Background: an optimization exercise with open tools, aiming at small area, a short achievable clock period and few clock cycles per item. Do not read the settings as production practice. Power and IR drop assume default switching activity.

==> flow/design.v <==
`timescale 1ns / 1ps
module montgomery(
  input           clk,
  input           resetn,
  input           start,
  input  [380:0]  in_a,
  input  [380:0]  in_b,
  input  [380:0]  in_m,
  input           out_read,
  output [380:0]  result,
  output reg      done
);
  localparam W = 386;    
  reg  [383:0] S;        
  reg  [383:0] C;        
  reg          corr;     
  reg        m_it;       
  reg        m_rs;       
  reg        first;      
  reg        safe;       
  reg  [7:0] cnt;        
  reg        d_one, d_two, d_neg;        
  reg        q_one, q_two, q_neg;        
  reg        k_one, y_neg;               
  reg        n_hi, n_lo, cur_hi;         
  reg  [2:0]   b_lo;
  reg  [3:0]   m_lo;
  wire [W-1:0] Bx = {{(W-381){1'b0}}, in_b[380:3], b_lo};
  wire [W-1:0] Mx = {{(W-381){1'b0}}, in_m[380:4], m_lo};
  wire [1:0]   u     = S[383:382] + C[383:382];
  wire [W-1:0] S_ext = {{(W-383){u[1]}}, u[0], S[381:0]};
  wire [W-1:0] C_ext = {{(W-382){1'b0}}, C[381:0]};
  wire [W-1:0] S_in = m_it ? S_ext : m_rs ? {S_ext[W-3:0], 2'b00} : {W{1'b0}};
  wire [W-1:0] C_in = m_it ? C_ext : m_rs ? {C_ext[W-3:0], 2'b00} : {W{1'b0}};
  wire [W-1:0] Zoc = (({W{d_one}} & Bx) | ({W{d_two}} & {Bx[W-2:0], 1'b0})) ^ {W{d_neg}};
  wire [W-1:0] X;
  assign X[0]       = corr & m_it;
  assign X[1]       = Zoc[0];
  assign X[2]       = Zoc[1] | (corr & m_rs);
  assign X[W-1:3]   = Zoc[W-2:2];
  wire [W-1:0] Ysel = ({W{q_one}} & Mx) | ({W{q_two}} & {Mx[W-2:0], 1'b0})
                    | ({W{k_one}} & {Mx[W-3:0], 2'b00});
  wire [W-1:0] Y;
  assign Y[0]     = q_one;
  assign Y[1]     = Ysel[1] ^ q_neg;
  assign Y[2]     = (Ysel[2] & ~k_one) ^ q_neg | k_one;
  assign Y[W-1:3] = Ysel[W-1:3] ^ {(W-3){y_neg}};
  wire [W-1:0] sum1 = S_in ^ C_in ^ X;
  wire [W-1:0] cy1  = {(S_in[W-2:0] & C_in[W-2:0]) | (S_in[W-2:0] & X[W-2:0]) | (C_in[W-2:0] & X[W-2:0]), d_neg};
  wire [W-1:0] P    = sum1 ^ cy1 ^ Y;
  wire [W-1:0] Q    = {(sum1[W-2:0] & cy1[W-2:0]) | (sum1[W-2:0] & Y[W-2:0]) | (cy1[W-2:0] & Y[W-2:0]), d_neg};
  wire [383:0] S_next = P[W-1:2];
  wire [383:0] C_next = Q[W-1:2];
  wire         corr_next = P[1] | P[0];
  wire         cz     = ~|C[381:0];
  wire         sgn    = u[1];
  wire last = (cnt == 8'd192);
  wire go   = ~m_it & ~m_rs & start;
  function [2:0] booth(input hi, input lo, input pr);
    begin
      booth[0] = lo ^ pr;                            
      booth[1] = (hi & ~lo & ~pr) | (~hi & lo & pr);  
      booth[2] = hi & ~(lo & pr);                     
    end
  endfunction
  wire [2:0] nd = m_it ? booth(n_hi, n_lo, cur_hi) : booth(in_a[1], in_a[0], 1'b0);
  wire [511:0] ax = {131'b0, in_a};
  wire [7:0]   cnt_next = go ? 8'd2 : cnt + 8'd1;
  wire [4:0]   o_next   = m_it ? cnt[4:0] + 5'd1 : 5'd2;
  reg  [5:0]   g_hi, g_lo;
  integer gi;
  always @(posedge clk) begin
    for (gi = 0; gi < 6; gi = gi + 1) begin
      g_hi[gi] <= ax[{gi[2:0], o_next, 1'b1}];
      g_lo[gi] <= ax[{gi[2:0], o_next, 1'b0}];
    end
  end
  wire a_hi = g_hi[cnt[7:5]];
  wire a_lo = g_lo[cnt[7:5]];
  wire [1:0] t0;
  assign t0[0] = P[2] ^ Q[2] ^ corr_next;
  assign t0[1] = ((P[2] & Q[2]) | (P[2] & corr_next) | (Q[2] & corr_next))
               ^ P[3] ^ Q[3] ^ (nd[0] & b_lo[0]);
  wire [1:0] qq = m_it ? {t0[1] ^ (t0[0] & ~m_lo[1]), t0[0]}
                       : {in_a[0] & in_b[0], 1'b0};
  wire [8:0] vh   = {1'b0, ~S_ext[383], S_ext[382:376]} + {3'd0, C[381:376]} + 9'd1;
  wire conf   = in_m[380];
  wire est_hi = conf & (vh >= {4'd4, in_m[380:376]});    
  wire est_lo = conf & (vh <= 9'd127);                     
  wire to_it = go | (m_it & ~last);
  always @(posedge clk) begin
    S    <= S_next;
    C    <= C_next;
    corr <= corr_next;
    n_hi   <= m_it ? a_hi : in_a[3];
    n_lo   <= m_it ? a_lo : in_a[2];
    cur_hi <= m_it ? n_hi : in_a[1];
    if (~m_it & ~m_rs) begin
      b_lo <= in_b[2:0];
      m_lo <= in_m[3:0];
    end
  end
  always @(posedge clk or negedge resetn) begin
    if (!resetn) begin
      m_it <= 1'b0; m_rs <= 1'b0; first <= 1'b0; safe <= 1'b0; done <= 1'b0;
      cnt <= 8'd0;
      d_one <= 1'b0; d_two <= 1'b0; d_neg <= 1'b0;
      q_one <= 1'b0; q_two <= 1'b0; q_neg <= 1'b0;
      k_one <= 1'b0; y_neg <= 1'b0;
    end else begin
      d_one <= to_it & nd[0];
      d_two <= to_it & nd[1];
      d_neg <= to_it & nd[2];
      q_one <= to_it & qq[0];
      q_two <= to_it & (qq == 2'd2);
      q_neg <= to_it & (qq == 2'd3);
      cnt   <= cnt_next;
      k_one <= 1'b0;
      y_neg <= to_it & (qq == 2'd3);
      if (go) begin
        m_it <= 1'b1;
      end else if (m_it) begin
        if (last) begin
          m_it  <= 1'b0;
          m_rs  <= 1'b1;
          first <= 1'b1;
        end
      end else if (m_rs & ~done) begin
        if (first) begin
          first <= 1'b0;
          safe  <= conf;
          k_one <= est_hi | est_lo;
          y_neg <= est_hi;
        end else if (cz & ~k_one) begin
          if (sgn) begin
            k_one <= 1'b1;
            safe  <= 1'b1;
          end else if (safe) begin
            done  <= 1'b1;
          end else begin
            k_one <= 1'b1;
            y_neg <= 1'b1;
            safe  <= 1'b1;
          end
        end
      end else if (done & out_read) begin
        done <= 1'b0;
        m_rs <= 1'b0;
      end
    end
  end
  assign result = S[380:0];
endmodule
export LEC_CHECK = 0
export CAP_MARGIN = 20
export CORE_MARGIN = 2
export CORE_UTILIZATION = 30
export CTS_CLUSTER_DIAMETER = 100
export CTS_CLUSTER_SIZE = 20
export SLEW_MARGIN = 20
create_clock -name core_clock -period 10.0 [get_ports {clk}]
standard.sh (not shown) runs the stock make flow with config.mk's settings and CLKGATE_MAP_FILE= SYNTH_SCRIPT=/design/flow/synth_recipe.tcl, a recipe that flattens the netlist after the stock synthesis.
==> flow/flow/run.sh <==
#!/bin/bash
set -euo pipefail
export BUFFER_PORTS_ARGS="-buffer_cell sky130_fd_sc_hd__buf_1"
export SETUP_SLACK_MARGIN=6.5
bash standard.sh finish > standard_flow.log 2>&1
==> next run, changes <==
--- a/flow/design.v
+++ b/flow/design.v
@@ -25,6 +25,7 @@
   reg        n_hi, n_lo, cur_hi;         
   reg  [2:0]   b_lo;
   reg  [3:0]   m_lo;
+  reg  [4:0]   m_hi;
   wire [W-1:0] Bx = {{(W-381){1'b0}}, in_b[380:3], b_lo};
   wire [W-1:0] Mx = {{(W-381){1'b0}}, in_m[380:4], m_lo};
   wire [1:0]   u     = S[383:382] + C[383:382];
@@ -84,8 +85,8 @@
   wire [1:0] qq = m_it ? {t0[1] ^ (t0[0] & ~m_lo[1]), t0[0]}
                        : {in_a[0] & in_b[0], 1'b0};
   wire [8:0] vh   = {1'b0, ~S_ext[383], S_ext[382:376]} + {3'd0, C[381:376]} + 9'd1;
-  wire conf   = in_m[380];
-  wire est_hi = conf & (vh >= {4'd4, in_m[380:376]});    
+  wire conf   = m_hi[4];
+  wire est_hi = conf & (vh >= {4'd4, m_hi});             
   wire est_lo = conf & (vh <= 9'd127);                     
   wire to_it = go | (m_it & ~last);
   always @(posedge clk) begin
@@ -98,6 +99,7 @@
     if (~m_it & ~m_rs) begin
       b_lo <= in_b[2:0];
       m_lo <= in_m[3:0];
+      m_hi <= in_m[380:376];
     end
   end
   always @(posedge clk or negedge resetn) begin
What happened: Fmax is higher by 2.7%. Cell area barely changes. Flip-flop and latch count is higher by 5. Power is lower by 18%. Register-to-register slack is better by 96 ps. Core utilization stays flat. Clock skew is higher by 30 ps. Hold slack is worse by 44 ps. Non-clock buffer count is higher by 27. Combinational power is lower by 24%. Setup slack is better by 96 ps. Sequential share of layout area is higher by 0.15 points. Wire length is higher by 3.0%. Synthesized area is higher by 0.31%.
No run of this note included a check of the RTL's function; only the layout flow was run.

## afterwards: timing with drivers on the ports
The results above use ideal ports. As a check the final layouts listed here were re-extracted and re-timed, cells and wires unchanged.
Step 1, drivers: a clkbuf_16 drives clk and a buf_2 each remaining input, both assumed.
Step 2 moves the port delays by t, midway between the first and last clock arrival at a register: inputs arrive t later, outputs are due t later. That takes back most of the time a late clock gives input paths.
a / b / c = no drivers / after step 1 / after step 2; a / b = the first two.
run	shift t [ns]	slack for setup (ns)	clock arrival spread, ns	worst data-port slew with drivers (ns)	cell pins on the clock port's net
the first run	0.803	6.393 / 6.393 / 5.886	0.032 / 0.032	0.38	1
the second run	0.820	6.490 / 6.397 / 5.848	0.068 / 0.068	0.37	1
After both steps setup and hold are still met in every run listed. The setup slack of the second run, which loses most, moves by -0.093 ns with the drivers and by -0.642 ns with both steps.
